From an optimization exercise on the open Yosys and OpenROAD flow, aimed at small area, a short achievable clock period and few clock cycles; shortcuts taken in it are not production practice.
Function was checked by simulation only, so behaviour that the tests miss may differ from the original.
Power and IR drop assume default switching activity.

Design BETA_CORE, start of the top module:
module BETA_CORE(
    input CLK,
    input RESET,
    input IRQ,
    input [31:0] MRD,
    input [31:0] ID,
    output [31:0] IA,
    output [31:0] MA,
    output MOE,
    output MWR,
    output [31:0] MWD
    );
localparam [5:0] OP_LD = 6'b011000, OP_ST = 6'b011001, OP_JMP = 6'b011011,
                 OP_BEQ = 6'b011100, OP_BNE = 6'b011101, OP_LDR = 6'b011111;
reg [31:0] pc_base;      
reg [30:0] pc_tgt;       
reg        pc_tk;        
wire [31:0] pc = pc_tk ? {pc_base[31], pc_tgt} : pc_base;
reg        s2_we;        
reg [4:0]  s2_wa;        
reg        s2_ld;        
reg        s2_st;        
reg        s2_cin;       
reg [3:0]  s2_fn;        
reg [31:0] s2_a;        
reg [31:0] s2_b;        
reg [31:0] s2_d;         
reg [4:0]  s2_sh;        
wire [31:0] sum;
  wire [31:0] s2_p = s2_a ^ s2_b;
  wire [31:0] s2_g = s2_a & s2_b;
  ALU_KSADD add (.P(s2_p), .G(s2_g), .CIN(s2_cin), .SUM(sum));
  wire eq = &s2_p;
  wire lt = s2_p[31] ? sum[31] : s2_g[31];
  wire cmp = s2_fn[1] ? (lt | (s2_fn[0] ? 1'b0 : eq)) : (s2_fn[0] ? lt : eq);
  wire        shl  = ~s2_fn[1] & ~s2_fn[0];
  wire        fill = s2_fn[1] & s2_a[31];
  wire [4:0]  sk = ~s2_sh;
  wire [4:0]  sl = s2_sh & {5{shl}};
  wire [4:0]  sr = s2_sh & {5{~shl}};
  wire [31:0] l0, l1, l2, l3, l4, sh;
  genvar si2;
  generate
    for (si2 = 0; si2 < 32; si2 = si2 + 1) begin : SHF
      ALU_INV    n  (.a(s2_a[si2]), .y(l0[si2]));
      ALU_A222OI h0 (.a1(sk[0]), .a2(l0[si2]),
                     .b1(sl[0]), .b2(si2 >= 1  ? l0[(si2+31)%32] : 1'b1),
  ...
Settings: LEC_CHECK=0, CAP_MARGIN=20, CORE_MARGIN=2, CORE_UTILIZATION=55, CTS_CLUSTER_DIAMETER=100, CTS_CLUSTER_SIZE=20, SLEW_MARGIN=20, SYNTH_HIERARCHICAL=1; clock period 13.0 ns.
standard.sh (not shown) runs the stock make flow with config.mk's settings and CLKGATE_MAP_FILE= SYNTH_SCRIPT=/design/flow/synth_recipe.tcl, a recipe that flattens the netlist after the stock synthesis.
==> flow/flow/run.sh <==
#!/bin/bash
# The standard synthesis and layout (standard.sh), with these changes to
# how ORFS makes the layout (the SDC and clock period are the standard flow's):
#  - timing repair aims at a larger setup margin, so that it works on the
#    paths that set the achieved period;
#  - port buffers are buf_2 cells (every port still gets its buffer).
# The tools' full output is in flow_make.log and in orfs/logs/.
set -euo pipefail
bash standard.sh SETUP_SLACK_MARGIN=7.6 \
  "BUFFER_PORTS_ARGS=-buffer_cell sky130_fd_sc_hd__buf_2" \
  finish > flow_make.log 2>&1
The first run went through all stages and came out clean.
Testbench counts at the start, summed over its fixed seeds: cycles 24,745.
Next try:
==> flow/flow/run.sh (replaced) <==
#!/bin/bash
# The standard synthesis and layout (standard.sh), with these changes to
# how ORFS makes the layout (the SDC and clock period are the standard flow's):
#  - timing repair aims at a larger setup margin, so that it works on the
#    paths that set the achieved period;
#  - port buffers are buf_2 cells (every port still gets its buffer);
#  - ABC maps with a 1 fF output load per module instead of 5 fF, so the
#    small one-cell modules get minimum-size cells (registers unchanged).
# The tools' full output is in flow_make.log and in orfs/logs/.
set -euo pipefail
bash standard.sh SETUP_SLACK_MARGIN=7.6 ABC_LOAD_IN_FF=1 \
  "BUFFER_PORTS_ARGS=-buffer_cell sky130_fd_sc_hd__buf_2" \
  finish > flow_make.log 2>&1
Settings changed: CORE_UTILIZATION 55 to 40.
- design area barely changes
- combinational power is lower by about 5%
- register-to-register slack got worse by 40 ps
- critical path depth is lower by 9
- synthesized area is lower by 1.0%
Next try:
--- a/flow/flow/run.sh
+++ b/flow/flow/run.sh
@@ -4,5 +4,5 @@
 #  - timing repair aims at a larger setup margin, so that it works on the
 #    paths that set the achieved period;
-#  - port buffers are buf_2 cells (every port still gets its buffer);
+#  - port buffers are buf_1 cells (every port still gets its buffer);
 #  - ABC maps with a 1 fF output load per module instead of 5 fF, so the
 #    small one-cell modules get minimum-size cells (registers unchanged).
@@ -10,4 +10,4 @@
 set -euo pipefail
 bash standard.sh SETUP_SLACK_MARGIN=7.6 ABC_LOAD_IN_FF=1 \
-  "BUFFER_PORTS_ARGS=-buffer_cell sky130_fd_sc_hd__buf_2" \
+  "BUFFER_PORTS_ARGS=-buffer_cell sky130_fd_sc_hd__buf_1" \
   finish > flow_make.log 2>&1
- cell area is about the same
- via count shrinks by 0.42%
- worst hold slack degrades by 14 ps
- total power went down by about 0.5%
- clock-buffer cell count goes down by 17
- global-route usage shrinks by 0.18 points
- fmax came out lower by about 0.7%
- wire length barely changes
- synthesized cell count stays the same
- core utilization rose by 0.10 points
- non-clock buffer count goes up by 15
Next try:
--- a/flow/flow/run.sh
+++ b/flow/flow/run.sh
@@ -9,5 +9,5 @@
 # The tools' full output is in flow_make.log and in orfs/logs/.
 set -euo pipefail
-bash standard.sh SETUP_SLACK_MARGIN=7.6 ABC_LOAD_IN_FF=1 \
+bash standard.sh SETUP_SLACK_MARGIN=7.75 ABC_LOAD_IN_FF=1 \
   "BUFFER_PORTS_ARGS=-buffer_cell sky130_fd_sc_hd__buf_1" \
   finish > flow_make.log 2>&1
The changed run finished clean.
Worst setup slack got worse by 5.9 ps.
Total power went up by 1.9%.
Synthesized area stays the same.
Synthesized cell count stays the same.
Next try:
--- a/flow/flow/run.sh
+++ b/flow/flow/run.sh
@@ -4,5 +4,5 @@
 #  - timing repair aims at a larger setup margin, so that it works on the
 #    paths that set the achieved period;
-#  - port buffers are buf_1 cells (every port still gets its buffer);
+#  - port buffers are buf_2 cells (every port still gets its buffer);
 #  - ABC maps with a 1 fF output load per module instead of 5 fF, so the
 #    small one-cell modules get minimum-size cells (registers unchanged).
@@ -10,4 +10,4 @@
 set -euo pipefail
 bash standard.sh SETUP_SLACK_MARGIN=7.75 ABC_LOAD_IN_FF=1 \
-  "BUFFER_PORTS_ARGS=-buffer_cell sky130_fd_sc_hd__buf_1" \
+  "BUFFER_PORTS_ARGS=-buffer_cell sky130_fd_sc_hd__buf_2" \
   finish > flow_make.log 2>&1
After rerunning:
- via count barely changes
- clock skew climbs by 5.8 ps
- worst hold slack improved by 53 ps
- routed wire length climbs by 1.9%
- cell area hardly moves
- utilization drops by 0.12 points
- clock-buffer cell count climbs by 13
- total power drops by 0.41%

[re-timing with driven ports]
The flow's constraints put no driver on any port. The routed layouts listed below were extracted and timed again, unchanged, in two steps. Step 1 (the two cells are an assumption about what drives the block):
set clk [get_ports {CLK}]
set_driving_cell -lib_cell sky130_fd_sc_hd__clkbuf_16 $clk
set_driving_cell -lib_cell sky130_fd_sc_hd__buf_2 [delete_from_list [all_inputs] $clk]
Step 2 adds t to the input delays and takes it off the output delays; t is the mean of the earliest and latest rising clock arrival at the registers after step 1. Input paths then give back, and output paths get back, about the clock's delay inside the block. Slacks: ideal ports / drivers / drivers and shift; pairs: ideal ports / drivers.
run	t, ns	slack for setup (ns)	worst hold slack (ns)	latest minus earliest clock arrival (ns)	pins driven straight from the clock port
the first run	0.758	7.336 / 7.314 / 6.557	0.568 / 0.568 / 0.568	0.043 / 0.043	1
the second run	0.740	7.492 / 7.449 / 6.812	0.537 / 0.537 / 0.537	0.047 / 0.047	1
the third run	0.735	7.451 / 7.409 / 6.751	0.524 / 0.524 / 0.524	0.056 / 0.056	1
the fourth run	0.746	7.445 / 7.405 / 6.885	0.507 / 0.507 / 0.507	0.054 / 0.054	1
the fifth run	0.754	7.507 / 7.468 / 6.808	0.560 / 0.560 / 0.560	0.060 / 0.061	1
After both steps every run listed still meets setup and hold. For the first run, which loses most, drivers alone change the setup slack by -0.022 ns; drivers and shift together by -0.779 ns.
